Source: an optimization exercise on an open RTL-to-GDS flow (aim: a short achievable clock period and few clock cycles). Production flows keep margins and buffers that such runs may drop. Where RTL was checked, it was by simulation tests only, not by an equivalence proof against the original. Function not checked in runs 1, 2, 5 and 8: the RTL went through the layout flow alone. In every run shown here, the design's own scripts or RTL, not TritonCTS, make the clock network. No driver is modelled on the clock port, so clock power and skew are understated where the tree is cut down; a real chip needs a root buffer or a tree. No activity file was given, so power comes from the tool's default toggle rates.

==> flow/run.sh <==
#!/bin/bash
# Standard ORFS layout, except that after CTS the clock tree is replaced by one level
# of clock buffers fed straight from the clock port (see flow/clock_tree.tcl), and
# timing repair aims for a slack of 5.0 ns.
set -euo pipefail
here=$(pwd)
bash standard.sh SETUP_SLACK_MARGIN=5.0 POST_CTS_TCL="$here/flow/clock_tree.tcl" finish > standard.log 2>&1
==> flow/clock_tree.tcl <==
# Replace the CTS tree with a single level of NBUF clock buffers driven directly by the
# clock port. The registers are split into NBUF balanced groups by position (median
# split on x, then on y) and each group gets a buffer at its centroid.
set nbuf 4
set buf_cell sky130_fd_sc_hd__clkbuf_16

set db [ord::get_db]
set block [ord::get_db_block]
set clk_net [$block findNet Clk]
set buf_master [$db findMaster $buf_cell]

# Walk the clock tree from the port: registers are sinks, everything else is tree.
set sinks {}
set tree_insts {}
set tree_nets {}
set queue [list $clk_net]
while {[llength $queue] > 0} {
  set net [lindex $queue 0]
  set queue [lrange $queue 1 end]
  foreach it [$net getITerms] {
    if {[$it getIoType] ne "INPUT"} { continue }
    set inst [$it getInst]
    set master [$inst getMaster]
    if {[$master isSequential]} {
      lappend sinks $it
      continue
    }
    set mname [$master getName]
    set is_buf [string match "*buf*" $mname]
    lappend tree_insts $inst
    foreach ot [$inst getITerms] {
      if {[$ot getIoType] eq "OUTPUT" && [$ot getNet] ne "NULL"} {
        if {!$is_buf} {
          error "clock_tree.tcl: $mname ([$inst getName]) drives a net on the clock tree"
        }
        lappend queue [$ot getNet]
        lappend tree_nets [$ot getNet]
      }
    }
  }
}
puts "clock_tree.tcl: [llength $sinks] sinks, removing [llength $tree_insts] tree cells"

foreach inst $tree_insts {
  foreach it [$inst getITerms] { $it disconnect }
  odb::dbInst_destroy $inst
}
foreach net $tree_nets {
  if {[llength [$net getITerms]] == 0} { odb::dbNet_destroy $net }
}

# sink positions (pin centres)
set pts {}
foreach it $sinks {
  set box [[$it getInst] getBBox]
  set x [expr {([$box xMin] + [$box xMax]) / 2}]
  set y [expr {([$box yMin] + [$box yMax]) / 2}]
  lappend pts [list $x $y $it]
}

proc split_half {pts idx} {
  set s [lsort -integer -index $idx $pts]
  set h [expr {[llength $s] / 2}]
  return [list [lrange $s 0 [expr {$h - 1}]] [lrange $s $h end]]
}

set groups {}
foreach half [split_half $pts 0] {
  foreach q [split_half $half 1] { lappend groups $q }
}

set k 0
foreach g $groups {
  set net [odb::dbNet_create $block "clknet_m$k"]
  $net setSigType CLOCK
  set inst [odb::dbInst_create $block $buf_master "clkbuf_m$k"]
  set sx 0; set sy 0
  foreach p $g {
    set it [lindex $p 2]
    $it disconnect
    $it connect $net
    incr sx [lindex $p 0]
    incr sy [lindex $p 1]
  }
  set n [llength $g]
  set cx [expr {$sx / $n}]
  set cy [expr {$sy / $n}]
  foreach it [$inst getITerms] {
    set mt [[$it getMTerm] getName]
    if {$mt eq "A"} { $it connect $clk_net }
    if {$mt eq "X"} { $it connect $net }
  }
  set w [[$inst getMaster] getWidth]
  set hgt [[$inst getMaster] getHeight]
  $inst setLocation [expr {$cx - $w / 2}] [expr {$cy - $hgt / 2}]
  $inst setPlacementStatus PLACED
  puts "clock_tree.tcl: clkbuf_m$k drives $n sinks at ($cx, $cy)"
  incr k
}

detailed_placement
check_placement -verbose
estimate_parasitics -placement
repair_timing_helper
detailed_placement
check_placement -verbose
report_clock_skew
report_checks -path_delay max -format full_clock_expanded
==> standard.sh <==
#!/bin/bash
# synth_recipe.tcl (not shown) runs the flow's synth.tcl, then flattens the netlist and writes it again
# the make line also repeats each setting of config.mk as NAME=value (left out here)
make -C /OpenROAD-flow-scripts/flow DESIGN_CONFIG=/design/flow/config.mk WORK_HOME=/design/flow/orfs CLKGATE_MAP_FILE= SYNTH_SCRIPT=/design/flow/synth_recipe.tcl "${@:-finish}"
==> config.mk <==
export PLATFORM = sky130hd
export DESIGN_NAME = ShortestPath
export DESIGN_NICKNAME = ShortestPath
export VERILOG_FILES = /design/flow/design.v
export SDC_FILE = /design/flow/constraint.sdc
export NUM_CORES = 4
export LEC_CHECK = 0
export CAP_MARGIN = 20
export CORE_MARGIN = 2
export CORE_UTILIZATION = 40
export SLEW_MARGIN = 20
export TNS_END_PERCENT = 100
==> constraint.sdc <==
create_clock -name core_clock -period 7.0 [get_ports {Clk}]
set_input_delay 1.4000 -clock core_clock [delete_from_list [all_inputs] [get_ports {Clk}]]
set_output_delay 1.4000 -clock core_clock [all_outputs]
set_load 0.01 [all_outputs]
==> design.v <==
`timescale 1 ns/1 ns
module ShortestPath(Go, Clk, Rst, L_In, M_In, L_Out, P_Out, M_Addr, L_Addr, P_Addr,
				M_En, M_Rw, L_En, L_Rw, P_En, P_Rw, Done);
	input Go;
	input Clk, Rst;
	input [7:0] L_In, M_In;
	output [7:0] L_Out;
	output [7:0] P_Out;
	output [12:0] M_Addr, L_Addr, P_Addr;
	output M_En, M_Rw, L_En, L_Rw, P_En, P_Rw, Done;
	localparam [12:0] LAST = 13'd8191;
	reg        iss;
	reg [12:0] cnt;
	reg        m_en_r;
	reg [12:0] m_addr_r;
	reg        fi0_m, fj0_m;
	reg        vd;
	reg        fi0_d, fj0_d;
	reg        v1;
	reg [7:0]  m1;
	reg        fi0_1, fj0_1;
	reg        v2;
	reg [7:0]  l, h1, h2, h3;
	reg [1:0]  dir2;
	reg [12:0] idx2;
	reg        w_en_r;
	reg [7:0]  l_out_r;
	reg [1:0]  p_out_r;
	reg [12:0] w_addr_r;
	reg        last_o;
	reg        done_r;
	assign M_En   = m_en_r;
	assign M_Rw   = 1'b0;
	assign M_Addr = m_addr_r;
	assign L_En   = w_en_r;
	assign L_Rw   = 1'b1;
	assign L_Addr = w_addr_r;
	assign L_Out  = l_out_r;
	assign P_En   = w_en_r;
	assign P_Rw   = 1'b1;
	assign P_Addr = w_addr_r;
	assign P_Out  = {6'b000010, p_out_r};
	assign Done   = done_r;
	wire [7:0] left = l;
	wire [7:0] up   = h3;
	wire [7:0] sum_left = m1 + left;
	wire [7:0] sum_up   = m1 + up;
	wire       up_lt    = up < left;
	always @(posedge Clk) begin
		if (Rst) begin
			iss    <= 1'b0;
			m_en_r <= 1'b0;
			vd     <= 1'b0;
			v1     <= 1'b0;
			v2     <= 1'b0;
			w_en_r <= 1'b0;
			last_o <= 1'b0;
			done_r <= 1'b0;
		end else begin
			if (Go)
				iss <= 1'b1;
			else if (iss && cnt == LAST)
				iss <= 1'b0;
			m_en_r <= iss;
			vd     <= m_en_r;
			v1     <= vd;
			v2     <= v1;
			w_en_r <= v2;
			last_o <= v2 && idx2 == LAST;
			done_r <= last_o;
		end
		cnt      <= iss ? cnt + 13'd1 : 13'd0;
		m_addr_r <= cnt;
		fi0_m    <= cnt[3:2] == 2'd0;
		fj0_m    <= cnt[1:0] == 2'd0;
		fi0_d <= fi0_m;
		fj0_d <= fj0_m;
		m1    <= M_In;
		fi0_1 <= fi0_d;
		fj0_1 <= fj0_d;
		if (fi0_1 && fj0_1) begin
			l    <= m1;
			dir2 <= 2'b00;        
		end else if (fi0_1) begin
			l    <= sum_left;
			dir2 <= 2'b01;        
		end else if (fj0_1) begin
			l    <= sum_up;
			dir2 <= 2'b10;        
		end else if (up_lt) begin
			l    <= sum_up;
			dir2 <= 2'b10;        
		end else begin
			l    <= sum_left;
			dir2 <= 2'b01;        
		end
		h1   <= l;
		h2   <= h1;
		h3   <= h2;
		idx2 <= v1 ? (v2 ? idx2 + 13'd1 : 13'd0) : 13'd0;
		l_out_r  <= l;
		p_out_r  <= dir2;
		w_addr_r <= idx2;
	end
endmodule
==> results.txt, run 1 <==
GR Layer Usage met1=16.28%; final setup margin=4963 ps; Initial Util=40.85%; Worst Tran Pin Value=512.9 ps; Post-synth top flop=dfxtp_1; Multi-input gate area=0.001549 mm^2; GR Overflow Total=0; Req. time, crit path=5600 ps; Core ar.=0.009684 mm^2; share of cells above drive strength 1=28.78%; I/O pin count=81; HPWL Detailed=4678 um; Antenna diodes=0; initial antenna violation count=0; area leader, netlist=dfxtp_1; TNS Setup=0 ps; clock latency (worst-skew pair)=170 ps; Cell Area, Placed=0.004581 mm^2; CP Cell Sequence=buf_6; # port buffers=63; Lkg Pwr=2.084 nW; DR WL/cell=12.17 um; RSZ-0062 raised after global routing=true; Placement Rows=36; Final Hold Vio Count=0; Hold Path Stages=0; busiest layer in global routing=met2; min cycle time layout=2037 ps; Worst path slowest cell=dfxtp_2; fin area=0.004822 mm^2; crit end category=output port; synthesis warning total=1; register area share after synthesis=55.66%; Final ANT Viol Nets=0; Syn Area/Cell=10.99 um^2; ranking of synthesized cells by area=dfxtp_1 (56%), ha_1 (7.6%), buf_4 (4.4%); WP depth=1; DR pass1 iterations=4; routing usage on met3=2.285%; WS Path Type=reg2out; # setup viols final=0; Global Route met2 Usage=20.84%; WP buf/inv=1; Clock Skew=8.242 ps; Die Y=103.5 um; top-area cell type share of the netlist area=55.66%; Worst Setup Start Kind=register; fin crit share=29.10%; asr flop ratio synth=0%; Cell Count, Final, Fillers Out=543; Clk pin slew, worst setup/hold paths=100 ps; Fill cells=894; Placer Congestion=0.7799; first-pass GRT wire length=10490 um; largest net degree at the start of global routing=29; status=no timing/DRC/antenna violations; R2R depth=11; via density per instance=4.473; storage element area=0.002248 mm^2; Synth Register Bits=110; number of flops mapped to enable cells by yosys=0; Worst slew margin=65.76%; Layout area overhead=21.88%; vias in the first global route=2260; Max Freq=0.4909 GHz; library cells used by synthesis=47; Max IR drop VDD=0.1915 mV; reg2reg setup slack=5010 ps; top-count cell post-synth=dfxtp_1; crit path DAT=640 ps; crit-path leading delay family=flip-flops; Vias=2429; post-place setup slack=4672 ps; chip width=103.5 um; DRC=0; Pwr per Cell Area=265.7 mW/mm^2; NumNets Final=465; synthesized instance count=360; CTS sink cnt=110; max_cap viols=0; Crit Path Max Fanout=2; hold_ws=332.2 ps; most frequent cells after synthesis=dfxtp_1 (110), ha_1 (24), buf_4 (23), nor2_1 (23), inv_1 (20); drt initial violations=34; DIE AREA=0.01070 mm^2; Max Transition Viols Final=0; cell area after synthesis=0.003956 mm^2; routed wire length=6606 um; worst min-delay path class=reg2reg; gr usage total=12.65%; placed instance count=534; Largest stage delay, worst path=370 ps
==> routing by layer <==
layer  vias up  share of wire [%]
met2        40                 49
met3         5                4.5
met1      1125                 46
met4         0                1.3
met5         -                  0
li1       1259                  -
==> worst paths after layout <==
check	startpoint	endpoint
worst max-delay path	w_addr_r[0]	P_Addr[0]
worst min-delay path	dir2[1]	p_out_r[1]
worst max register to register	m1[0]	l[6]
worst min register to register	dir2[1]	p_out_r[1]
==> layout make-up <==
class                           count  area share (%)
Buffer                              4           2.076
Inverter                           21           1.687
Multi-Input combinational cell    207           32.12
Sequential cell                   110           46.63
Tap cell                          133           3.451
Timing Repair Buffer               68           14.04
==> layout by cell type, fill, tap and decap left out, types with 2 or more instances in the layout <==
cell and n:
nor4_1 2, nand3_1 16, buf_4 5, o21ai_0 4, fa_2 2, a21oi_1 7
o221ai_1 4, o21ai_2 2, conb_1 9, clkdlybuf4s50_1 9, buf_6 44, o211ai_1 2
nor3_1 4, nor2b_1 11, inv_1 19, ha_4 2, nand2_1 13, buf_2 9
xnor2_1 15, dfxtp_2 34, and2_1 12, o21a_1 2, dfxtp_1 75, and3_1 7
clkbuf_16 4, nand2b_1 3, ha_1 21, xor2_1 17, nand4_1 4, nor2_1 23
==> state kept, by name (all words and copies together), names as in the netlist, 2 cells and up <==
| name | count |
|---|---|
| cnt | 13 |
| dir2 | 2 |
| h2 | 8 |
| h3 | 8 |
| idx2 | 13 |
| l | 8 |
| l_out_r | 8 |
| m1 | 8 |
| m_addr_r | 13 |
| p_out_r | 2 |
| w_addr_r | 13 |
==> kinds of logic (layout without fill, tap and decap cells) <==
group	Yosys count	in the layout	synth area share (%)
flops	110	110	55.66
compound gates	36	36	7.242
buf+inv	50	93	7.084
xor+xnor	32	32	7.084
simple gates	102	102	13.60
other cells	2	9	0.1898
fa+ha+maj	26	26	8.602
mux	2	2	0.5376
==> metrics by stage <==
stage               utilization, %  total power, mW
floorplan                        -           0.9264
global placement             47.30           0.9973
detailed placement           47.30            1.004
global route                 49.79            1.352
finish                       49.79            1.281
==> power breakdown <==
part / internal [mW] / switching (mW)
Sequential: 0.689 / 0.0403
Clock: 0.106 / 0.153
Combinational: 0.150 / 0.143
Total: 0.945 / 0.336
==> inputs of run 2 (changes only) <==
==> flow/run.sh (replaced) <==
#!/bin/bash
# Standard ORFS layout, except that after CTS the clock tree is replaced by one level
# of clock buffers fed straight from the clock port (see flow/clock_tree.tcl), and
# timing repair aims for a slack of 5.4 ns.
set -euo pipefail
here=$(pwd)
bash standard.sh SETUP_SLACK_MARGIN=5.4 POST_CTS_TCL="$here/flow/clock_tree.tcl" finish > standard.log 2>&1
==> results.txt, run 2 <==
status=no timing/DRC/antenna violations; top-count cell post-synth=dfxtp_1; Fill cells=829; placed instance count=534; number of flops mapped to enable cells by yosys=0; RSZ-0062 raised after global routing=true; Multi-input gate area=0.001844 mm^2; Max IR drop VDD=0.1670 mV; fin area=0.005403 mm^2; Vias=2573; I/O pin count=81; clock latency (worst-skew pair)=160 ps; WP buf/inv=1; Post-synth top flop=dfxtp_1; Clk pin slew, worst setup/hold paths=100 ps; Max Freq=0.4886 GHz; storage element area=0.002297 mm^2; DRC=0; Worst Tran Pin Value=587.2 ps; Placement Rows=36; DIE AREA=0.01070 mm^2; register area share after synthesis=55.66%; Global Route met2 Usage=24.07%; most common cell after layout, fill and taps aside=buf_6; crit path DAT=2130 ps; Cell Count, Final, Fillers Out=563; # port buffers=63; Final ANT Viol Nets=0; synthesis warning total=1; largest net degree at the start of global routing=29; most frequent cells in the layout=buf_6 (62), dfxtp_2 (58), dfxtp_1 (46); HPWL Detailed=4953 um; Layout area overhead=36.56%; gr usage total=14.11%; Final Hold Vio Count=0; max_cap viols=0; routed wire length=7341 um; Req. time, crit path=7080 ps; TNS Setup=0 ps; DR WL/cell=13.04 um; GR Layer Usage met1=16.88%; Worst path slowest cell=dfxtp_4; busiest layer in global routing=met2; Pwr Total=1.372 mW; drt initial violations=37; initial antenna violation count=0; Die Y=103.5 um; Cell Area, Placed=0.004662 mm^2; cell area after synthesis=0.003956 mm^2; fin crit share=29.24%; share of cells above drive strength 1=49.07%; crit end category=register; Max Transition Viols Final=0; area leader, netlist=dfxtp_1; synthesized instance count=360; asr flop ratio synth=0%; Crit Path Max Fanout=3; Initial Util=40.85%; hold_ws=330.7 ps; NumNets Final=485; CP Cell Sequence=ha_4 > inv_2 > fa_2 > nor2b_2 > o21ai_2 > a21oi_2 > o21a_1 > o211ai_1 > o211a_1 > a221oi_2; DR pass1 iterations=4; crit-path leading delay family=compound AO/OA/AOI/OAI gates; vias in the first global route=2451; library cells used by synthesis=47; # setup viols final=0; Clock Skew=9.213 ps; via density per instance=4.570; Antenna diodes=0; Core ar.=0.009684 mm^2; most frequent cells after synthesis=dfxtp_1 (110), ha_1 (24), buf_4 (23), nor2_1 (23), inv_1 (20); Placer Congestion=0.7733; CTS sink cnt=110; Lkg Pwr=2.250 nW; chip width=103.5 um; first-pass GRT wire length=11600 um; GR Overflow Total=0; worst min-delay path class=reg2reg; WS Path Type=reg2reg; Synth Register Bits=110; routing usage on met3=3.965%; Largest stage delay, worst path=400 ps; Worst slew margin=60.80%; Pwr per Cell Area=253.9 mW/mm^2; min cycle time layout=2047 ps; top-area cell type share of the netlist area=55.66%; Syn Area/Cell=10.99 um^2; ranking of synthesized cells by area=dfxtp_1 (56%), ha_1 (7.6%), buf_4 (4.4%); Worst Setup Start Kind=register
run 2: cell type report:
| cell class | count | share of cell area (%) |
|---|---|---|
| buffer | 4 | 1.853 |
| multi-input combinational | 207 | 34.14 |
| timing repair buffer | 88 | 16.81 |
| inverter | 21 | 1.598 |
| sequential | 110 | 42.52 |
| tap | 133 | 3.080 |
run 2: where the power goes:
group          switching (mW)  internal (mW)  leakage [nW]
Combinational           0.171          0.201          1.28
Sequential             0.0507          0.693         0.926
Clock                   0.150          0.105        0.0493
run 2: cells by family after synthesis:
logic type | synth area share [%]
flip-flops | 55.66
AND/OR/NAND/NOR | 13.60
buffers and inverters | 7.084
AO/OA/AOI/OAI | 7.242
XOR/XNOR | 7.084
adder cells (fa/ha/maj) | 8.602
other | 0.1898
multiplexers | 0.5376
run 2: through the flow:
stage | utilization [%] | setup slack (ps)
after global placement | 48.14 | 4668
final | 55.79 | 4953
after floorplan | - | 5113
after global routing | 55.79 | 4845
after detailed placement | 48.14 | 4638
run 2: per-layer routing:
| metal | wire length, um | share of wire, % |
|---|---|---|
| met1 | 3097 | 42 |
| met2 | 3729 | 51 |
| met3 | 337 | 4.6 |
| met4 | 176 | 2.4 |
| met5 | 0 | 0 |
run 2: final timing paths:
path	startpoint	end	slack, ps	cells past startpoint
worst max-delay path	m1[0]	l[6]	4950	10
worst min-delay path	dir2[1]	p_out_r[1]	330	0
worst max register to register	m1[0]	l[6]	4950	10
worst min register to register	dir2[1]	p_out_r[1]	330	0
run 2: worst reg2reg max path, stage by stage (launching register included):
cell	delay, ps
dfxtp_4	400
ha_4	150
inv_2	30
fa_2	340
nor2b_2	150
o21ai_2	80
a21oi_2	170
o21a_1	140
o211ai_1	110
o211a_1	240
a221oi_2	160
==> inputs of run 3 (changes only) <==
--- a/design.v
+++ b/design.v
@@ -14,18 +14,15 @@
 	reg        m_en_r;
 	reg [12:0] m_addr_r;
-	reg        fi0_m, fj0_m;
 	reg        vd;
-	reg        fi0_d, fj0_d;
 	reg        v1;
 	reg [7:0]  m1;
-	reg        fi0_1, fj0_1;
+	reg [12:0] idx1;
 	reg        v2;
 	reg [7:0]  l, h1, h2, h3;
 	reg [1:0]  dir2;
-	reg [12:0] idx2;
 	reg        w_en_r;
 	reg [7:0]  l_out_r;
 	reg [1:0]  p_out_r;
-	reg [12:0] w_addr_r;
+	reg [12:0] l_addr_r, p_addr_r;
 	reg        last_o;
 	reg        done_r;
@@ -35,16 +32,19 @@
 	assign L_En   = w_en_r;
 	assign L_Rw   = 1'b1;
-	assign L_Addr = w_addr_r;
+	assign L_Addr = l_addr_r;
 	assign L_Out  = l_out_r;
 	assign P_En   = w_en_r;
 	assign P_Rw   = 1'b1;
-	assign P_Addr = w_addr_r;
+	assign P_Addr = p_addr_r;
 	assign P_Out  = {6'b000010, p_out_r};
 	assign Done   = done_r;
-	wire [7:0] left = l;
-	wire [7:0] up   = h3;
+	wire       fi0      = idx1[3:2] == 2'd0;
+	wire       fj0      = idx1[1:0] == 2'd0;
+	wire [7:0] left     = l;
+	wire [7:0] up       = h3;
 	wire [7:0] sum_left = m1 + left;
 	wire [7:0] sum_up   = m1 + up;
 	wire       up_lt    = up < left;
+	wire [12:0] idx2    = idx1 - 13'd1;
 	always @(posedge Clk) begin
 		if (Rst) begin
@@ -67,23 +67,18 @@
 			v2     <= v1;
 			w_en_r <= v2;
-			last_o <= v2 && idx2 == LAST;
+			last_o <= v2 && !v1;
 			done_r <= last_o;
 		end
 		cnt      <= iss ? cnt + 13'd1 : 13'd0;
 		m_addr_r <= cnt;
-		fi0_m    <= cnt[3:2] == 2'd0;
-		fj0_m    <= cnt[1:0] == 2'd0;
-		fi0_d <= fi0_m;
-		fj0_d <= fj0_m;
-		m1    <= M_In;
-		fi0_1 <= fi0_d;
-		fj0_1 <= fj0_d;
-		if (fi0_1 && fj0_1) begin
+		m1   <= M_In;
+		idx1 <= (vd && !v1) ? 13'd0 : idx1 + 13'd1;
+		if (fi0 && fj0) begin
 			l    <= m1;
 			dir2 <= 2'b00;        
-		end else if (fi0_1) begin
+		end else if (fi0) begin
 			l    <= sum_left;
 			dir2 <= 2'b01;        
-		end else if (fj0_1) begin
+		end else if (fj0) begin
 			l    <= sum_up;
 			dir2 <= 2'b10;        
@@ -95,11 +90,11 @@
 			dir2 <= 2'b01;        
 		end
-		h1   <= l;
-		h2   <= h1;
-		h3   <= h2;
-		idx2 <= v1 ? (v2 ? idx2 + 13'd1 : 13'd0) : 13'd0;
-		l_out_r  <= l;
+		h1 <= l;
+		h2 <= h1;
+		h3 <= h2;
+		l_out_r  <= v2 ? l : 8'd0;
 		p_out_r  <= dir2;
-		w_addr_r <= idx2;
+		l_addr_r <= idx2;
+		p_addr_r <= v2 ? idx2 : 13'd0;
 	end
 endmodule
==> flow/run.sh (replaced) <==
#!/bin/bash
# Standard ORFS layout, except that after CTS the clock tree is replaced by one level
# of clock buffers fed straight from the clock port (see flow/clock_tree.tcl), and
# timing repair aims for a slack of 5.0 ns.
set -euo pipefail
here=$(pwd)
bash standard.sh SETUP_SLACK_MARGIN=5.0 POST_CTS_TCL="$here/flow/clock_tree.tcl" finish > standard.log 2>&1
--- a/config.mk
+++ b/config.mk
@@ -8,5 +8,5 @@
 export CAP_MARGIN = 20
 export CORE_MARGIN = 2
-export CORE_UTILIZATION = 40
+export CORE_UTILIZATION = 65
 export SLEW_MARGIN = 20
 export TNS_END_PERCENT = 100
==> results.txt, run 3 <==
share of cells above drive strength 1=33.47%; Synth Register Bits=125; first-pass GRT wire length=15990 um; Max IR drop VDD=0.4436 mV; Placer Congestion=0.8527; via density per instance=5.591; cell area after synthesis=0.004439 mm^2; gr usage total=27.72%; Final ANT Viol Nets=0; Worst slew margin=42.50%; top-count cell post-synth=dfxtp_1; most frequent cells after synthesis=dfxtp_1 (125), nor2_1 (33), and2_1 (25), ha_1 (24), inv_1 (21); WP buf/inv=1; routing usage on met3=5.238%; Pwr per Cell Area=445.1 mW/mm^2; max_cap viols=0; GR Overflow Total=0; Core ar.=0.006719 mm^2; chip width=86.64 um; most frequent cells in the layout=dfxtp_1 (93), nor2_1 (31), buf_2 (31); Final Hold Vio Count=0; Multi-input gate area=0.002062 mm^2; Req. time, crit path=7110 ps; Worst path slowest cell=dfxtp_4; crit path DAT=2300 ps; Worst Setup Start Kind=register; ranking of synthesized cells by area=dfxtp_1 (56%), ha_1 (6.8%), xor2_1 (3.6%); I/O pin count=81; startpoint of the worst hold path=h2[1]; crit-path leading delay family=compound AO/OA/AOI/OAI gates; TNS Setup=0 ps; WHS Endpoint=h3[1]; placed instance count=546; Reg2Reg Launch Point=m1[0]; min cycle time layout=2184 ps; # port buffers=63; clock latency (worst-skew pair)=170 ps; Post-synth top flop=dfxtp_1; library cells used by synthesis=45; area leader, netlist=dfxtp_1; CP dominant cell by count=o21a_1; HPWL Detailed=5470 um; Worst Tran Pin Value=860.8 ps; register area share after synthesis=56.37%; CP Cell Sequence=ha_4 > inv_2 > fa_2 > nor2b_4 > o21a_1 > o21a_1 > o21ai_1 > a21o_1 > a211oi_2 > a221o_1; crit end category=register; Die Y=86.64 um; synthesis warning total=1; Antenna diodes=0; Crit Path Max Fanout=3; status=no timing/DRC/antenna violations; routed wire length=10790 um; R2R depth=10; Global Route met2 Usage=48.18%; largest net degree at the start of global routing=33; CTS sink cnt=125; RSZ-0062 raised after global routing=true; Layout area overhead=27.42%; Clk pin slew, worst setup/hold paths=110 ps; DIE AREA=0.007506 mm^2; storage element area=0.002550 mm^2; number of flops mapped to enable cells by yosys=0; Cell Area, Placed=0.005067 mm^2; FF-to-FF End=l[6]; DR pass1 iterations=4; asr flop ratio synth=0%; busiest layer in global routing=met2; reg2reg setup slack=4820 ps; DR WL/cell=18.44 um; DRC=0; fin crit share=31.20%; Vias=3271; vias in the first global route=3315; fin area=0.005657 mm^2; Clock Skew=8.455 ps; Syn Area/Cell=10.67 um^2; top-area cell type share of the netlist area=56.37%; Max Transition Viols Final=0; NumNets Final=568; most common cell after layout, fill and taps aside=dfxtp_1; Cell Count, Final, Fillers Out=585; Max Freq=0.4579 GHz; initial antenna violation count=0; synthesized instance count=416; # setup viols final=0; Fill cells=338; WS Path Type=reg2reg; GR Layer Usage met1=31.17%; Initial Util=66.07%; Hold Path Stages=0; Lkg Pwr=2.486 nW; Placement Rows=30; drt initial violations=229; Largest stage delay, worst path=400 ps; worst min-delay path class=reg2reg
run 3: changes by cell type after synthesis, moves of 6 or more:
cell | previous run | this run
nor3_1 | 4 | 11
and2_1 | 12 | 25
a21boi_0 | 1 | 7
nor2_1 | 23 | 33
dfxtp_1 | 110 | 125
buf_4 | 23 | 10
o21ai_0 | 5 | 13
run 3: report_power, final:
| group | switching, mW | leakage (nW) | internal, mW |
|---|---|---|---|
| Sequential | 0.118 | 1.04 | 0.888 |
| Combinational | 0.638 | 1.40 | 0.595 |
| Clock | 0.172 | 0.0493 | 0.106 |
run 3: per-layer routing:
layer	up-vias	share of wire (%)	wire length [um]
li1	1550	-	-
met1	1556	40	4309
met2	119	51	5460
met3	46	5.2	561
met4	0	4.2	458
met5	-	0	0
run 3: metrics by stage:
stage,total power [mW],hold WS [ps],util [%],setup WS [ps]
global route,2.621,344.8,84.19,4758
global placement,1.639,310.4,75.42,4631
detailed placement,1.675,312.1,75.42,4589
finish,2.518,336.2,84.19,4816
floorplan,1.472,309.6,-,5017
run 3: worst max path at each step:
stage / depth (start not counted) / startpoint / end
global placement: 8 / l[1] / l[4]
floorplan: 11 / idx1[0] / l[4]
detailed placement: 9 / idx1[0] / l[4]
finish: 10 / m1[0] / l[6]
global route: 10 / m1[0] / l[6]
run 3: cell families (layout without fill, tap and decap cells):
kind of cell	count (synthesis)	after routing	synth area share, %
AND/OR/NAND/NOR	138	138	16.77
flip-flops	125	125	56.37
XOR/XNOR	34	34	6.708
adder cells (fa/ha/maj)	26	26	7.666
other	2	9	0.1692
AO/OA/AOI/OAI	50	53	7.638
buffers and inverters	41	120	4.678
run 3: layout make-up:
class                           count  area share (%)
Multi-Input combinational cell    260           36.45
Inverter                           21           1.393
Sequential cell                   125           45.08
Tap cell                           80           1.770
Buffer                              4           1.770
Timing Repair Buffer               95           13.54
Testbench counts of run 3, summed over its fixed seeds: cycles 65,588.
==> inputs of run 4 (changes only) <==
--- a/config.mk
+++ b/config.mk
@@ -8,5 +8,5 @@
 export CAP_MARGIN = 20
 export CORE_MARGIN = 2
-export CORE_UTILIZATION = 65
+export CORE_UTILIZATION = 40
 export SLEW_MARGIN = 20
 export TNS_END_PERCENT = 100
==> results.txt, run 4 <==
Layout area overhead=21.22%; DIE AREA=0.01196 mm^2; status=no timing/DRC/antenna violations; Worst Tran Pin Value=923.1 ps; largest family of logic cells by synthesized area=simple AND/OR/NAND/NOR gates; Clk pin slew, worst setup/hold paths=110 ps; CTS sink cnt=125; Core ar.=0.01084 mm^2; top-area cell type share of the netlist area=56.37%; share of cells above drive strength 1=25.88%; # setup viols final=0; routed wire length=8145 um; CP Cell Sequence=buf_6; Synth Register Bits=125; Antenna diodes=0; Placer Congestion=0.8320; Die Y=109.3 um; crit end category=output port; placed instance count=606; Worst path slowest cell=dfxtp_2; clock latency (worst-skew pair)=170 ps; Crit Path Max Fanout=2; Multi-input gate area=0.001934 mm^2; post-synthesis adder-cell area fraction=7.666%; Final Hold Vio Count=0; ranking of synthesized cells by area=dfxtp_1 (56%), ha_1 (6.8%), xor2_1 (3.6%); crit-path leading delay family=flip-flops; worst min-delay path class=reg2reg; via density per instance=4.693; Pwr per Cell Area=401.4 mW/mm^2; synthesized instance count=416; # port buffers=63; Worst Setup Start Kind=register; synthesis warning total=1; Max IR drop VDD=0.1608 mV; xor/xnor share of the synthesized area=6.708%; storage element area=0.002536 mm^2; DR pass1 iterations=4; largest net degree at the start of global routing=33; Fill cells=1016; Largest stage delay, worst path=370 ps; register area share after synthesis=56.37%; Worst slew margin=38.33%; asr flop ratio synth=0%; Cell Area, Placed=0.005142 mm^2; RSZ-0062 raised after global routing=true; vias in the first global route=2770; Pwr Total=2.160 mW; crit path DAT=630 ps; cell area after synthesis=0.004439 mm^2; max_cap viols=0; most frequent cells after synthesis=dfxtp_1 (125), nor2_1 (33), and2_1 (25), ha_1 (24), inv_1 (21); min cycle time layout=2035 ps; mux contribution to synthesized area=0%; Placement Rows=38; NumNets Final=546; WS Path Type=reg2out; Final ANT Viol Nets=0; Post-synth top flop=dfxtp_1; DR WL/cell=13.07 um; first-pass GRT wire length=13240 um; Max Freq=0.4915 GHz; HPWL Detailed=5328 um; TNS Setup=0 ps; I/O pin count=81; Max Transition Viols Final=0; drt initial violations=81; top-count cell post-synth=dfxtp_1; gr usage total=13.96%; initial antenna violation count=0; Lkg Pwr=2.352 nW; most common cell after layout, fill and taps aside=dfxtp_1; Syn Area/Cell=10.67 um^2; chip width=109.3 um; WP buf/inv=1; Util after Layout=49.64%; most frequent cells in the layout=dfxtp_1 (100), buf_2 (36), nor2_1 (33); GR Overflow Total=0; fin crit share=29.06%; Post-Synth Simple-Gate Area=16.77%; Compound-Gate Fraction of Synth Area=7.638%; number of flops mapped to enable cells by yosys=0; Clock Skew=10.67 ps; fin area=0.005381 mm^2; library cells used by synthesis=45; Vias=2924; Cell Count, Final, Fillers Out=623; DRC=0; Req. time, crit path=5600 ps; Initial Util=40.95%; area leader, netlist=dfxtp_1
==> run 4: cell counts after synthesis <==
No cell type changed its count.
==> run 4: power by group <==
part	total, mW	internal [mW]	leakage, nW	switching [mW]
Sequential	0.983	0.883	1.04	0.0995
Clock	0.277	0.106	0.0493	0.170
Combinational	0.900	0.437	1.27	0.463
==> run 4: logic make-up after synthesis <==
group | Yosys count
xor gates and xnor gates | 34
adders and majority gates | 26
AOI/OAI and AO/OA | 50
other | 2
and+or+nand+nor | 138
DFF | 125
buffers and inverters | 41
==> run 4: final timing paths <==
kind | startpoint | to | slack (ps) | cells after the start
worst max-delay path | w_en_r | L_En | 4970 | 1
worst min-delay path | h1[4] | h2[4] | 330 | 0
worst max register to register | m1[0] | l[6] | 5000 | 10
worst min register to register | h1[4] | h2[4] | 330 | 0
==> run 4: final cells by class <==
| cell class | instances | area share [%] |
|---|---|---|
| plain buffers | 4 | 1.860 |
| inverters | 21 | 1.465 |
| multi-input cells | 259 | 35.95 |
| flip-flops and latches | 125 | 47.13 |
| well taps | 140 | 3.255 |
| repair buffers | 74 | 10.35 |
==> run 4: metal layers <==
metal | vias up | GRT usage [%] | wire length [um]
met5 | - | 0 | 0
met4 | 0 | 4.973 | 125
met3 | 8 | 2.253 | 337
met2 | 55 | 22.22 | 3797
met1 | 1364 | 19.21 | 3885
li1 | 1497 | - | -
==> run 4: stage by stage <==
| step | worst slack (ps) | hold slack (ps) |
|---|---|---|
| 5_1_grt | 4853 | 342.2 |
| 3_5_place_dp | 4455 | 312.1 |
| 3_3_place_gp | 4503 | 310.7 |
| 6_report | 4965 | 331.3 |
| 2_1_floorplan | 5017 | 309.6 |
==> inputs of run 5 (changes only) <==
--- a/design.v
+++ b/design.v
@@ -17,6 +17,6 @@
 	reg        v1;
 	reg [7:0]  m1;
-	reg [12:0] idx1;
 	reg        v2;
+	reg [12:0] idx2;
 	reg [7:0]  l, h1, h2, h3;
 	reg [1:0]  dir2;
@@ -39,6 +39,7 @@
 	assign P_Out  = {6'b000010, p_out_r};
 	assign Done   = done_r;
-	wire       fi0      = idx1[3:2] == 2'd0;
-	wire       fj0      = idx1[1:0] == 2'd0;
+	wire [3:0] cell1    = idx2[3:0] + 4'd1;
+	wire       fi0      = cell1[3:2] == 2'd0;
+	wire       fj0      = cell1[1:0] == 2'd0;
 	wire [7:0] left     = l;
 	wire [7:0] up       = h3;
@@ -46,5 +47,4 @@
 	wire [7:0] sum_up   = m1 + up;
 	wire       up_lt    = up < left;
-	wire [12:0] idx2    = idx1 - 13'd1;
 	always @(posedge Clk) begin
 		if (Rst) begin
@@ -73,5 +73,5 @@
 		m_addr_r <= cnt;
 		m1   <= M_In;
-		idx1 <= (vd && !v1) ? 13'd0 : idx1 + 13'd1;
+		idx2 <= v1 ? idx2 + 13'd1 : 13'h1fff;
 		if (fi0 && fj0) begin
 			l    <= m1;
==> results.txt, run 5 <==
Synth Register Bits=125; crit path DAT=620 ps; top-count cell post-synth=dfxtp_1; Initial Util=41.04%; Util after Layout=51.51%; Lkg Pwr=2.313 nW; Placement Rows=37; DIE AREA=0.01143 mm^2; WS Path Type=reg2out; Clock Skew=8.614 ps; Placer Congestion=0.7652; synthesized instance count=374; max_cap viols=0; number of flops mapped to enable cells by yosys=0; drt initial violations=55; via density per instance=4.504; Post-synth top flop=dfxtp_1; placed instance count=562; Max IR drop VDD=0.1298 mV; vias in the first global route=2559; clock latency (worst-skew pair)=170 ps; Req. time, crit path=5600 ps; Pwr per Cell Area=272.3 mW/mm^2; worst min-delay path class=reg2reg; crit end category=output port; synthesis warning total=1; storage element area=0.002550 mm^2; WP buf/inv=1; most common cell after layout, fill and taps aside=dfxtp_1; register area share after synthesis=59.07%; crit-path leading delay family=flip-flops; CTS sink cnt=125; Die Y=106.9 um; Largest stage delay, worst path=340 ps; chip width=106.9 um; top-area cell type share of the netlist area=59.07%; Final Hold Vio Count=0; Crit Path Max Fanout=2; initial antenna violation count=0; Layout area overhead=25.52%; Pwr Total=1.448 mW; share of cells above drive strength 1=33.92%; Clk pin slew, worst setup/hold paths=110 ps; RSZ-0062 raised after global routing=true; HPWL Detailed=5032 um; # port buffers=63; Worst slew margin=58.02%; Max Transition Viols Final=0; largest net degree at the start of global routing=33; I/O pin count=81; Fill cells=920; DRC=0; DR WL/cell=12.80 um; Max Freq=0.4946 GHz; Final ANT Viol Nets=0; gr usage total=13.47%; NumNets Final=513; min cycle time layout=2022 ps; Cell Count, Final, Fillers Out=587; Core ar.=0.01032 mm^2; Multi-input gate area=0.001759 mm^2; library cells used by synthesis=46; Worst Tran Pin Value=628.8 ps; routed wire length=7515 um; hold_ws=332.3 ps; TNS Setup=0 ps; area leader, netlist=dfxtp_1; DR pass1 iterations=4; Antenna diodes=0; fin crit share=28.88%; CP Cell Sequence=buf_6; Worst Setup Start Kind=register; # setup viols final=0; ranking of synthesized cells by area=dfxtp_1 (59%), ha_1 (6.8%), and2_1 (5.0%); cell area after synthesis=0.004237 mm^2; Syn Area/Cell=11.33 um^2; first-pass GRT wire length=12240 um; Vias=2644; most frequent cells after synthesis=dfxtp_1 (125), and2_1 (34), ha_1 (23), nand2_1 (18), nand3_1 (18); status=no timing/DRC/antenna violations; GR Overflow Total=0; most frequent cells in the layout=dfxtp_1 (93), and2_1 (33), buf_2 (32); Worst path slowest cell=dfxtp_2; asr flop ratio synth=0%
==> run 5: cell types whose count changed after synthesis, moves of 4 or more <==
cell	delta
nor2_1	-25
and2_1	+9
xor2_1	-8
o21ai_0	-7
a21boi_0	-6
inv_1	-6
nand2_1	+5
nand2b_1	+5
nor2b_1	-5
nor3_1	-4
==> run 5: final timing paths <==
kind                              end    from  slack [ps]  cells past startpoint
worst min-delay path            h3[6]   h2[6]         330                      0
worst max-delay path             L_En  w_en_r        4980                      1
worst max register to register   l[7]   m1[1]        4980                      8
worst min register to register  h3[6]   h2[6]         330                      0
==> run 5: per-stage QoR <==
step	worst slack, ps	instance area (um^2)
floorplan	5033	4263
global placement	4618	4947
detailed placement	4592	4947
global route	4917	5318
finish	4978	5318
==> run 5: metal layers <==
layer | vias to the layer above | GRT usage (%) | wire length [um]
met4 | 0 | 4.917 | 102
met1 | 1215 | 17.99 | 3515
met3 | 6 | 2.006 | 291
met2 | 56 | 22.20 | 3606
li1 | 1367 | - | -
met5 | - | 0 | 0
==> run 5: layout make-up <==
cell class | instances | share of cell area [%]
Tap cell | 136 | 3.200
Multi-Input combinational cell | 222 | 33.08
Timing Repair Buffer | 84 | 12.66
Buffer | 4 | 1.882
Sequential cell | 125 | 47.95
Inverter | 16 | 1.224
==> run 5: logic make-up after synthesis <==
group                    after synthesis  share of synthesized area [%]
AND/OR/NAND/NOR                      119                          15.62
other                                  2                         0.1773
flip-flops                           125                          59.07
buffers and inverters                 34                          4.282
adder cells (fa/ha/maj)               25                          7.738
XOR/XNOR                              29                          6.350
AO/OA/AOI/OAI                         40                          6.763
==> run 5: where the power goes <==
part / internal, mW / switching (mW)
Clock: 0.106 / 0.167
Sequential: 0.777 / 0.0422
Combinational: 0.189 / 0.167
Total: 1.07 / 0.376
==> inputs of run 6 (changes only) <==
--- a/design.v
+++ b/design.v
@@ -44,7 +44,17 @@
 	wire [7:0] left     = l;
 	wire [7:0] up       = h3;
-	wire [7:0] sum_left = m1 + left;
-	wire [7:0] sum_up   = m1 + up;
+	wire [7:0] sum_left = add8(m1, left);
+	wire [7:0] sum_up   = add8(m1, up);
 	wire       up_lt    = up < left;
+	function [7:0] add8(input [7:0] a, input [7:0] b);
+		reg [4:0] lo;
+		reg [3:0] hi0, hi1;
+		begin
+			lo  = a[3:0] + b[3:0];
+			hi0 = a[7:4] + b[7:4];
+			hi1 = a[7:4] + b[7:4] + 4'd1;
+			add8 = {lo[4] ? hi1 : hi0, lo[3:0]};
+		end
+	endfunction
 	always @(posedge Clk) begin
 		if (Rst) begin
--- a/flow/clock_tree.tcl
+++ b/flow/clock_tree.tcl
@@ -3,5 +3,5 @@
 # split on x, then on y) and each group gets a buffer at its centroid.
 set nbuf 4
-set buf_cell sky130_fd_sc_hd__clkbuf_16
+set buf_cell sky130_fd_sc_hd__buf_16
 
 set db [ord::get_db]
==> results.txt, run 6 <==
asr flop ratio synth=0%; Initial Util=41.39%; DIE AREA=0.01157 mm^2; share of cells above drive strength 1=28.34%; HPWL Detailed=4950 um; most frequent cells in the layout=dfxtp_1 (95), buf_2 (37), and2_1 (32); Fill cells=955; Largest stage delay, worst path=330 ps; first-pass GRT wire length=11810 um; library cells used by synthesis=36; cell area after synthesis=0.004292 mm^2; Final Hold Vio Count=0; synthesis warning total=1; Critical Path Sink=L_En; Die Y=107.6 um; NumNets Final=507; WP depth=1; fin crit share=28.59%; GR Overflow Total=0; worst min-delay path class=reg2reg; hold_ws=335.8 ps; most frequent cells after synthesis=dfxtp_1 (125), and2_1 (32), ha_1 (25), nand2_1 (19), xnor2_1 (19); Syn Area/Cell=11.54 um^2; WS Path Type=reg2out; vias in the first global route=2505; post-place setup slack=4598 ps; Crit Path Max Fanout=2; Final ANT Viol Nets=0; via density per instance=4.532; gr usage total=12.65%; chip width=107.6 um; drt initial violations=83; routed wire length=7173 um; Cell Count, Final, Fillers Out=577; status=no timing/DRC/antenna violations; WP buf/inv=1; crit end category=output port; max_cap viols=0; Routed met2 length=3549 um; Detail Route met3 WL=344 um; highest routed layer=met4; Clock Skew=8.933 ps; # setup viols final=0; met1 WL=3186 um; largest net degree at the start of global routing=33; TNS Setup=0 ps; CP Cell Sequence=buf_2; reg2reg setup slack=5000 ps; Lkg Pwr=2.280 nW; synthesized instance count=372; register area share after synthesis=58.31%; top-area cell type share of the netlist area=58.31%; DR pass1 iterations=4; FF-to-FF End=l[5]; Worst slew margin=53.95%; Placement Rows=37; Pwr Total=1.344 mW; I/O pin count=81; ranking of synthesized cells by area=dfxtp_1 (58%), ha_1 (7.3%), and2_1 (4.7%); Antenna diodes=0; Post-synth top flop=dfxtp_1; CTS sink cnt=125; Clk pin slew, worst setup/hold paths=110 ps; crit path DAT=600 ps; R2R depth=8; DRC=0; start point of the critical path=w_en_r; Max Transition Viols Final=0; Pwr per Cell Area=257.3 mW/mm^2; DR WL/cell=12.43 um; storage element area=0.002545 mm^2; Vias=2615; Reg2Reg Launch Point=l[1]; Layout area overhead=21.75%; crit-path leading delay family=flip-flops; area leader, netlist=dfxtp_1; min cycle time layout=2001 ps; Req. time, crit path=5600 ps; Synth Register Bits=125; Placer Congestion=0.7396; Multi-input gate area=0.001755 mm^2; Max IR drop VDD=0.1812 mV; Worst Setup Start Kind=register; # port buffers=63; Worst Tran Pin Value=689.8 ps; final setup margin=4999 ps; clock latency (worst-skew pair)=140 ps; most common cell after layout, fill and taps aside=dfxtp_1; top-count cell post-synth=dfxtp_1; initial antenna violation count=0; Max Freq=0.4997 GHz; RSZ-0062 raised after global routing=true; Worst path slowest cell=dfxtp_2; Core ar.=0.01037 mm^2; placed instance count=562; number of flops mapped to enable cells by yosys=0
run 6: cell types whose count changed in the layout (fill, tap and decap cells not counted), sizes merged, moves of 4 or more:
cell / delta
mux2i: +8
a21oi: +7
nand3: -7
nor3: -7
buf: -6
and3: +5
a21o: +4
clkbuf: -4
nand2b: -4
nor2: +4
run 6: cells by family after synthesis:
logic type	Yosys count	synth area share, %
other	2	0.1750
muxes	10	2.566
and+or+nand+nor	102	12.92
AOI/OAI and AO/OA	41	6.472
DFF	125	58.31
xor gates and xnor gates	33	6.735
buffers and inverters	30	3.673
adders and majority gates	29	9.155
run 6: per-stage QoR:
stage / cell area, um^2 / util, %
after floorplan: 4318 / -
after global placement: 5014 / 48.35
after detailed placement: 5014 / 48.35
after global routing: 5225 / 50.39
final: 5225 / 50.39
run 6: cell type report:
type / count / share of cell area [%]
plain buffers: 4 / 2.107
inverters: 14 / 1.006
multi-input cells: 224 / 33.60
flip-flops and latches: 125 / 48.71
well taps: 136 / 3.257
repair buffers: 74 / 11.33
run 6: worst min path at each step:
stage / start / cells past startpoint / end
floorplan: h1[0] / 0 / h2[0]
global placement: h2[0] / 0 / h3[0]
detailed placement: h2[2] / 0 / h3[2]
global route: h2[1] / 0 / h3[1]
finish: h1[2] / 0 / h2[2]
run 6: power breakdown:
part           switching (mW)  internal, mW  total, mW
registers              0.0298         0.761      0.791
logic                   0.119         0.138      0.256
clock network           0.167         0.130      0.297
run 6: layer usage:
layer	GRT usage (%)	vias up
met4	3.114	0
met1	16.06	1229
met2	21.38	44
met5	0	-
li1	-	1335
met3	3.390	7
Testbench counts of run 6, summed over its fixed seeds: cycles 65,588.
==> inputs of run 7 (changes only) <==
==> flow/run.sh (replaced) <==
#!/bin/bash
# Standard ORFS layout, except that after CTS the clock tree is replaced by one level
# of clock buffers fed straight from the clock port (see flow/clock_tree.tcl), and
# timing repair aims for a slack of 5.1 ns.
set -euo pipefail
here=$(pwd)
bash standard.sh SETUP_SLACK_MARGIN=5.1 POST_CTS_TCL="$here/flow/clock_tree.tcl" finish > standard.log 2>&1
==> results.txt, run 7 <==
max_cap viols=0; fin area=0.005270 mm^2; Vias=2624; Core ar.=0.01037 mm^2; Final ANT Viol Nets=0; GR Layer Usage met1=16.17%; WS Path Type=reg2out; HPWL Detailed=4950 um; Reg power frac=58.7%; library cells used by synthesis=36; top-area cell type share of the netlist area=58.31%; DIE AREA=0.01157 mm^2; Global Route met2 Usage=21.74%; asr flop ratio synth=0%; Cell Count, Final, Fillers Out=579; area leader, netlist=dfxtp_1; vias in the first global route=2531; Worst slew margin=53.40%; most common cell after layout, fill and taps aside=dfxtp_1; Clock Skew=9.682 ps; Lkg Pwr=2.291 nW; Layout area overhead=22.80%; most frequent cells in the layout=dfxtp_1 (93), buf_2 (37), and2_1 (32); Clk pin slew, worst setup/hold paths=110 ps; Cell Area, Placed=0.005014 mm^2; worst min-delay path class=reg2reg; Die Y=107.6 um; Syn Area/Cell=11.54 um^2; GR Overflow Total=0; Placer Congestion=0.7396; largest net degree at the start of global routing=33; CP Cell Sequence=buf_2; # setup viols final=0; min cycle time layout=2000 ps; Final Hold Vio Count=0; fin crit share=28.58%; # port buffers=63; RSZ-0062 raised after global routing=true; synthesized instance count=372; chip width=107.6 um; Hold Path Stages=0; Clk network pwr share=22.0%; ranking of synthesized cells by area=dfxtp_1 (58%), ha_1 (7.3%), and2_1 (4.7%); Antenna diodes=0; R2R depth=10; first-pass GRT wire length=11910 um; internal cell power=1.032 mW; Net Sw Frac=23.55%; gr usage total=12.79%; DRC=0; placed instance count=562; synthesis warning total=1; Worst path slowest cell=dfxtp_2; via density per instance=4.532; Initial Util=41.39%; P_sw=0.3179 mW; top-count cell post-synth=dfxtp_1; Max IR drop VDD=0.1814 mV; number of flops mapped to enable cells by yosys=0; Max Transition Viols Final=0; Worst Tran Pin Value=698.1 ps; WP depth=1; most frequent cells after synthesis=dfxtp_1 (125), and2_1 (32), ha_1 (25), nand2_1 (19), xnor2_1 (19); share of cells above drive strength 1=30.70%; crit path DAT=600 ps; I/O pin count=81; Pwr per Cell Area=256.2 mW/mm^2; initial antenna violation count=0; busiest layer in global routing=met2; DR pass1 iterations=4; clock latency (worst-skew pair)=140 ps; status=no timing/DRC/antenna violations; NumNets Final=509; drt initial violations=56; Max Freq=0.4999 GHz; TNS Setup=0 ps; crit-path leading delay family=flip-flops; routed wire length=7202 um; CTS sink cnt=125; Post-synth top flop=dfxtp_1; WP buf/inv=1; Synth Register Bits=125; Largest stage delay, worst path=330 ps; power share of the combinational group=19.3%; Pwr Total=1.350 mW; Util after Layout=50.82%; Placement Rows=37; Crit Path Max Fanout=2; register area share after synthesis=58.31%; routing usage on met3=3.390%; Req. time, crit path=5600 ps; DR WL/cell=12.44 um; Worst Setup Start Kind=register; reg2reg setup slack=5080 ps; crit end category=output port; cell area after synthesis=0.004292 mm^2
[run 7: logic make-up (layout without fill, tap and decap cells)]
family	count (synthesis)	after routing	share of synthesized area, %
flip-flops	125	125	58.31
adder cells (fa/ha/maj)	29	29	9.155
AND/OR/NAND/NOR	102	102	12.92
other	2	9	0.1750
multiplexers	10	10	2.566
XOR/XNOR	33	33	6.735
AO/OA/AOI/OAI	41	41	6.472
buffers and inverters	30	94	3.673
[run 7: path summary, 6_finish.rpt]
kind	from	to
max	w_en_r	L_En
min reg2reg	h2[5]	h3[5]
min	h2[5]	h3[5]
max reg2reg	l[5]	l[3]
[run 7: layout make-up]
| cell class | count | area (um^2) |
|---|---|---|
| Fill cell | 938 | 5100 |
| Sequential cell | 125 | 2550 |
| Multi-Input combinational cell | 224 | 1785 |
| Timing Repair Buffer | 76 | 601.8 |
| Tap cell | 136 | 170.2 |
| Buffer | 4 | 110.1 |
| Inverter | 14 | 52.55 |
[run 7: metal layers]
metal | up-vias | routed length, um
li1 | 1341 | -
met1 | 1232 | 3217
met2 | 44 | 3551
met3 | 7 | 346
met4 | 0 | 87
met5 | - | 0
[run 7: power by group through the flow]
stage	clock, mW	combinational (mW)	sequential (mW)
2_1_floorplan	0	0.170	0.797
3_5_place_dp	0	0.216	0.805
6_report	0.298	0.260	0.792
3_3_place_gp	0	0.212	0.804
5_1_grt	0.335	0.291	0.799
[run 7: through the flow]
| stage | worst slack [ps] | hold slack (ps) |
|---|---|---|
| floorplan | 5109 | 309.6 |
| global placement | 4582 | 310.4 |
| detailed placement | 4598 | 312.1 |
| global route | 4968 | 341.5 |
| finish | 5000 | 332.3 |
==> inputs of run 8 (changes only) <==
--- a/design.v
+++ b/design.v
@@ -18,5 +18,4 @@
 	reg [7:0]  m1;
 	reg        v2;
-	reg [12:0] idx2;
 	reg [7:0]  l, h1, h2, h3;
 	reg [1:0]  dir2;
@@ -39,5 +38,5 @@
 	assign P_Out  = {6'b000010, p_out_r};
 	assign Done   = done_r;
-	wire [3:0] cell1    = idx2[3:0] + 4'd1;
+	wire [3:0] cell1    = cnt[3:0] - 4'd3;
 	wire       fi0      = cell1[3:2] == 2'd0;
 	wire       fj0      = cell1[1:0] == 2'd0;
@@ -47,4 +46,5 @@
 	wire [7:0] sum_up   = add8(m1, up);
 	wire       up_lt    = up < left;
+	wire [12:0] idx2    = cnt - 13'd4;
 	function [7:0] add8(input [7:0] a, input [7:0] b);
 		reg [4:0] lo;
@@ -80,8 +80,7 @@
 			done_r <= last_o;
 		end
-		cnt      <= iss ? cnt + 13'd1 : 13'd0;
+		cnt      <= (iss || m_en_r || vd || v1 || v2) ? cnt + 13'd1 : 13'd0;
 		m_addr_r <= cnt;
-		m1   <= M_In;
-		idx2 <= v1 ? idx2 + 13'd1 : 13'h1fff;
+		m1 <= M_In;
 		if (fi0 && fj0) begin
 			l    <= m1;
==> results.txt, run 8 <==
share of cells above drive strength 1=29.74%; CTS sink cnt=110; Initial Util=40.73%; Worst Tran Pin Value=783.5 ps; Worst path slowest cell=dfxtp_2; fin crit share=28.69%; Antenna diodes=0; cell area after synthesis=0.003926 mm^2; # port buffers=63; Reg power frac=44.0%; asr flop ratio synth=0%; Max Transition Viols Final=0; Syn Area/Cell=11.15 um^2; Max IR drop VDD=0.1909 mV; crit end category=register; FF-to-FF End=l[1]; Fill cells=919; max_cap viols=0; first-pass GRT wire length=10830 um; synthesized instance count=352; routed wire length=6700 um; Layout area overhead=23.30%; drt initial violations=48; post-place setup slack=4294 ps; gr usage total=13.18%; Clock Skew=7.845 ps; Largest stage delay, worst path=350 ps; biggest regs=cnt: 13 flops, l_addr_r: 13 flops, p_addr_r: 13 flops; Lkg Pwr=2.184 nW; Crit Path Max Fanout=3; GR Overflow Total=0; number of flops mapped to enable cells by yosys=0; start point of the critical path=l[6]; HPWL Detailed=4654 um; status=no timing/DRC/antenna violations; min cycle time layout=2009 ps; NumNets Final=476; register area share after synthesis=56.09%; most frequent cells after synthesis=dfxtp_1 (110), ha_1 (26), nor2_1 (26), and2_1 (19), xor2_1 (19); I/O pin count=81; Die Y=103.1 um; worst min-delay path class=reg2reg; Worst Setup Start Kind=register; DIE AREA=0.01062 mm^2; Placement Rows=36; Final ANT Viol Nets=0; Max Freq=0.4979 GHz; clock latency (worst-skew pair)=140 ps; initial antenna violation count=0; Multi-input gate area=0.001673 mm^2; DRC=0; top-area cell type share of the netlist area=56.09%; Pwr Total=1.935 mW; power share of the combinational group=41.7%; startpoint of the worst hold path=h2[6]; Reg2Reg Launch Point=l[6]; ranking of synthesized cells by area=dfxtp_1 (56%), ha_1 (8.3%), xor2_1 (4.2%); Pwr per Cell Area=399.8 mW/mm^2; reg2reg setup slack=4990 ps; library cells used by synthesis=39; Clk network pwr share=14.3%; Synth Register Bits=110; R2R depth=9; CP Cell Sequence=inv_2 > ha_4 > a21o_1 > a221oi_2 > o211ai_1 > a21oi_4 > buf_6 > mux2_4 > o21ai_2; most frequent cells in the layout=dfxtp_1 (87), buf_2 (38), nor2_1 (25); # setup viols final=0; Clk pin slew, worst setup/hold paths=100 ps; P_sw=0.5765 mW; area leader, netlist=dfxtp_1; storage element area=0.002236 mm^2; Worst slew margin=47.69%; DR WL/cell=12.18 um; Core ar.=0.009639 mm^2; most common cell after layout, fill and taps aside=dfxtp_1; WS Path Type=reg2reg; top-count cell post-synth=dfxtp_1; Net Sw Frac=29.79%; Req. time, crit path=7070 ps; internal cell power=1.359 mW; chip width=103.1 um; synthesis warning total=1; Util after Layout=50.22%; via density per instance=4.362; TNS Setup=0 ps; final setup margin=4991 ps; DR pass1 iterations=4; Hold Path Stages=0; crit path DAT=2080 ps; Placer Congestion=0.7530; vias in the first global route=2281; Vias=2399; Post-synth top flop=dfxtp_1; Final Hold Vio Count=0; WHS Endpoint=h3[6]; largest net degree at the start of global routing=29; RSZ-0062 raised after global routing=true
## run 8: cell types whose count changed after synthesis, sizes merged, moves of 6 or more
cell   delta
nor2     +14
o21ai     -6
nand2     -8
dfxtp    -15
and2     -13
and3      -6
## run 8: worst max path at each step
| stage | to | cells after the start |
|---|---|---|
| 2_1_floorplan | M_Addr[0] | 1 |
| 3_3_place_gp | l[5] | 6 |
| 3_5_place_dp | l[5] | 6 |
| 5_1_grt | l[1] | 9 |
| 6_report | l[1] | 9 |
## run 8: area by class of cell
cell class                      instances  area share (%)
Sequential cell                       110           46.19
Multi-Input combinational cell        208           34.56
Timing Repair Buffer                   78           12.23
Tap cell                              133           3.438
Buffer                                  4           2.274
Inverter                               17           1.318
## run 8: metrics by stage
stage / area (um^2) / instances / hold WS, ps
global route: 4841 / 550 / 338.7
floorplan: 3964 / 359 / 309.6
global placement: 4613 / 531 / 310.2
finish: 4841 / 550 / 332.0
detailed placement: 4613 / 531 / 312.1
## run 8: layer usage
metal  vias to the layer above  track usage [%]  part of all wire [%]
met4                         0            4.858                   1.5
met3                         7            3.593                   4.6
met1                      1096            16.55                    45
met2                        45            21.73                    49
li1                       1251                -                     -
met5                         -                0                     0
## run 8: cell families (layout without fill, tap and decap cells)
group                    Yosys count  in the layout  share of synthesized area (%)
adder cells (fa/ha/maj)           30             30                          10.33
multiplexers                      11             11                          2.868
other                              2              9                         0.1913
AO/OA/AOI/OAI                     31             31                          5.194
XOR/XNOR                          35             35                          7.807
buffers and inverters             41             99                          5.385
flip-flops                       110            110                          56.09
AND/OR/NAND/NOR                   92             92                          12.14
## run 8: critical path, delay by kind of cell, from the launching register on
family / cells / cell delay, ps
AO/OA/AOI/OAI: 5 / 910
adder cells (fa/ha/maj): 1 / 200
buffers and inverters: 2 / 180
multiplexers: 1 / 300
flip-flops: 1 / 350
## run 8: power groups by stage
stage | Sequential, mW | Clock (mW) | Combinational [mW]
2_1_floorplan | 0.846 | 0 | 0.496
3_3_place_gp | 0.859 | 0 | 0.618
3_5_place_dp | 0.862 | 0 | 0.632
5_1_grt | 0.871 | 0.308 | 0.905
6_report | 0.852 | 0.277 | 0.806
==> inputs of run 9 (changes only) <==
--- a/design.v
+++ b/design.v
@@ -45,6 +45,25 @@
 	wire [7:0] sum_left = add8(m1, left);
 	wire [7:0] sum_up   = add8(m1, up);
-	wire       up_lt    = up < left;
+	wire       up_lt    = lt8(up, left);
 	wire [12:0] idx2    = cnt - 13'd4;
+	function lt8(input [7:0] a, input [7:0] b);
+		reg [7:0] g, e;
+		reg [3:0] g1, e1;
+		reg [1:0] g2, e2;
+		integer k;
+		begin
+			g = ~a & b;
+			e = ~(a ^ b);
+			for (k = 0; k < 4; k = k + 1) begin
+				g1[k] = g[2*k+1] | (e[2*k+1] & g[2*k]);
+				e1[k] = e[2*k+1] & e[2*k];
+			end
+			for (k = 0; k < 2; k = k + 1) begin
+				g2[k] = g1[2*k+1] | (e1[2*k+1] & g1[2*k]);
+				e2[k] = e1[2*k+1] & e1[2*k];
+			end
+			lt8 = g2[1] | (e2[1] & g2[0]);
+		end
+	endfunction
 	function [7:0] add8(input [7:0] a, input [7:0] b);
 		reg [4:0] lo;
==> results.txt, run 9 <==
fin area=0.005131 mm^2; RSZ-0062 raised after global routing=true; R2R depth=7; Post-synth top flop=dfxtp_1; routed wire length=7117 um; DR WL/cell=12.73 um; WS Path Type=reg2out; hold_ws=331.0 ps; DIE AREA=0.01067 mm^2; I/O pin count=81; HPWL Detailed=4726 um; crit-path leading delay family=flip-flops; Net Sw Frac=30.86%; NumNets Final=485; DRC=0; reg2reg setup slack=5030 ps; Reg power frac=43.1%; Final ANT Viol Nets=0; via density per instance=4.419; post-place setup slack=4651 ps; top-area cell type share of the netlist area=55.86%; initial antenna violation count=0; crit path DAT=600 ps; Crit Path Max Fanout=2; Hold Path Stages=0; Antenna diodes=0; Max Transition Viols Final=0; first-pass GRT wire length=11050 um; Cell Count, Final, Fillers Out=559; TNS Setup=0 ps; most frequent cells after synthesis=dfxtp_1 (110), ha_1 (26), nor2_1 (25), and2_1 (20), xnor2_1 (20); Multi-input gate area=0.001847 mm^2; power share of the combinational group=43.2%; CTS sink cnt=110; Clk network pwr share=13.6%; biggest regs=cnt: 13 flops, l_addr_r: 13 flops, p_addr_r: 13 flops; vias in the first global route=2288; Worst Tran Pin Value=607.5 ps; Reg2Reg Launch Point=m1[4]; max_cap viols=0; largest net degree at the start of global routing=29; min cycle time layout=1997 ps; Worst Setup Start Kind=register; Layout area overhead=30.15%; # port buffers=63; storage element area=0.002273 mm^2; chip width=103.3 um; worst min-delay path class=reg2reg; synthesis warning total=1; FF-to-FF End=l[6]; CP Cell Sequence=buf_6; synthesized instance count=354; Worst slew margin=59.40%; Largest stage delay, worst path=360 ps; Syn Area/Cell=11.14 um^2; Placer Congestion=0.7671; Core ar.=0.009684 mm^2; final setup margin=5003 ps; Max IR drop VDD=0.1769 mV; # setup viols final=0; Final Hold Vio Count=0; WP depth=1; drt initial violations=76; Clk pin slew, worst setup/hold paths=100 ps; area leader, netlist=dfxtp_1; Vias=2470; Clock Skew=6.824 ps; Die Y=103.3 um; Fill cells=879; crit end category=output port; share of cells above drive strength 1=40.14%; Placement Rows=36; Synth Register Bits=110; Req. time, crit path=5600 ps; Critical Path Sink=M_Addr[0]; Cell Area, Placed=0.004623 mm^2; internal cell power=1.410 mW; fin crit share=28.54%; P_sw=0.6292 mW; placed instance count=536; register area share after synthesis=55.86%; start point of the critical path=l_addr_r[0]; cell area after synthesis=0.003943 mm^2; Lkg Pwr=2.203 nW; clock latency (worst-skew pair)=140 ps; Pwr per Cell Area=397.4 mW/mm^2; WP buf/inv=1; asr flop ratio synth=0%; GR Overflow Total=0; most common cell after layout, fill and taps aside=dfxtp_1; top-count cell post-synth=dfxtp_1; most frequent cells in the layout=dfxtp_1 (67), dfxtp_2 (36), buf_2 (29); ranking of synthesized cells by area=dfxtp_1 (56%), ha_1 (8.3%), xnor2_1 (4.4%); number of flops mapped to enable cells by yosys=0; Initial Util=40.71%; gr usage total=13.42%; Max Freq=0.5006 GHz; DR pass1 iterations=4; Worst path slowest cell=dfxtp_2; status=no timing/DRC/antenna violations; library cells used by synthesis=40
-- run 9: final cells by class --
cell class              instances  share of cell area, %
multi-input cells             212                  35.99
well taps                     133                  3.243
inverters                      19                  1.487
repair buffers                 81                  12.83
flip-flops and latches        110                  44.31
plain buffers                   4                  2.146
-- run 9: worst min-delay path by stage --
stage / start / slack (ps) / endpoint
after floorplan: h1[0] / 310 / h2[0]
after global placement: h2[1] / 310 / h3[1]
after detailed placement: h2[0] / 310 / h3[0]
after global routing: h2[4] / 340 / h3[4]
final: h2[4] / 330 / h3[4]
-- run 9: kinds of logic (layout without fill, tap and decap cells) --
logic type,Yosys count,after routing,share of synthesized area [%]
xor+xnor,36,36,7.997
mux,11,11,2.951
other cells,2,9,0.1905
compound gates,33,34,5.141
flops,110,110,55.86
buf+inv,40,104,5.490
simple gates,92,92,12.09
fa+ha+maj,30,30,10.28
-- run 9: through the flow --
stage | power, mW | util [%]
floorplan | 1.327 | -
global placement | 1.468 | 47.74
detailed placement | 1.475 | 47.74
global route | 2.183 | 52.98
finish | 2.039 | 52.98
-- run 9: metal layers --
| metal | share of wire (%) | track usage [%] |
|---|---|---|
| met1 | 48 | 17.99 |
| met2 | 47 | 21.98 |
| met3 | 4.2 | 3.427 |
| met5 | 0 | 0 |
| met4 | 0.90 | 3.036 |
-- run 9: power by group through the flow --
stage | logic, mW | registers [mW] | clock network [mW]
2_1_floorplan | 0.484 | 0.843 | 0
3_3_place_gp | 0.608 | 0.859 | 0
3_5_place_dp | 0.615 | 0.861 | 0
5_1_grt | 0.977 | 0.897 | 0.309
6_report | 0.882 | 0.879 | 0.278
Testbench counts of run 9, summed over its fixed seeds: cycles 65,588.

==> port drivers added, routing unchanged <==
Ports are ideal in the flow. The routed layouts listed here were re-timed in OpenROAD. Step 1 sets driving cells, clkbuf_16 on the clock port and buf_2 on the other inputs (assumed; they add their load-dependent delay and slew). Step 2 moves the port delays by t, midway between the first and last clock arrival at a register: inputs arrive t later, outputs are due t later. That takes back most of the time a late clock gives input paths. Three values: no drivers, after step 1, after step 2; two values: the first two.
| run | t (ns) | setup WS [ns] | latest minus earliest clock arrival (ns) | worst register clock-pin slew, ns | worst slew at a driven data input, ns |
|---|---|---|---|---|---|
| run 1 | 0.239 | 4.963 / 4.885 / 4.915 | 0.010 / 0.009 | 0.10 / 0.10 | 0.05 |
| run 2 | 0.236 | 4.953 / 4.890 / 4.953 | 0.009 / 0.009 | 0.10 / 0.10 | 0.05 |
| run 3 | 0.246 | 4.816 / 4.816 / 4.816 | 0.010 / 0.010 | 0.11 / 0.11 | 0.04 |
| run 4 | 0.247 | 4.965 / 4.885 / 4.920 | 0.012 / 0.011 | 0.11 / 0.11 | 0.03 |
| run 5 | 0.245 | 4.978 / 4.901 / 4.886 | 0.010 / 0.010 | 0.11 / 0.11 | 0.04 |
| run 6 | 0.241 | 4.999 / 4.896 / 4.907 | 0.009 / 0.010 | 0.11 / 0.11 | 0.03 |
| run 7 | 0.241 | 5.000 / 4.897 / 5.073 | 0.010 / 0.010 | 0.11 / 0.11 | 0.03 |
| run 8 | 0.236 | 4.991 / 4.905 / 4.985 | 0.008 / 0.008 | 0.10 / 0.10 | 0.04 |
| run 9 | 0.235 | 5.003 / 4.899 / 5.021 | 0.007 / 0.007 | 0.10 / 0.10 | 0.03 |
After both steps setup and hold are still met in every run listed.
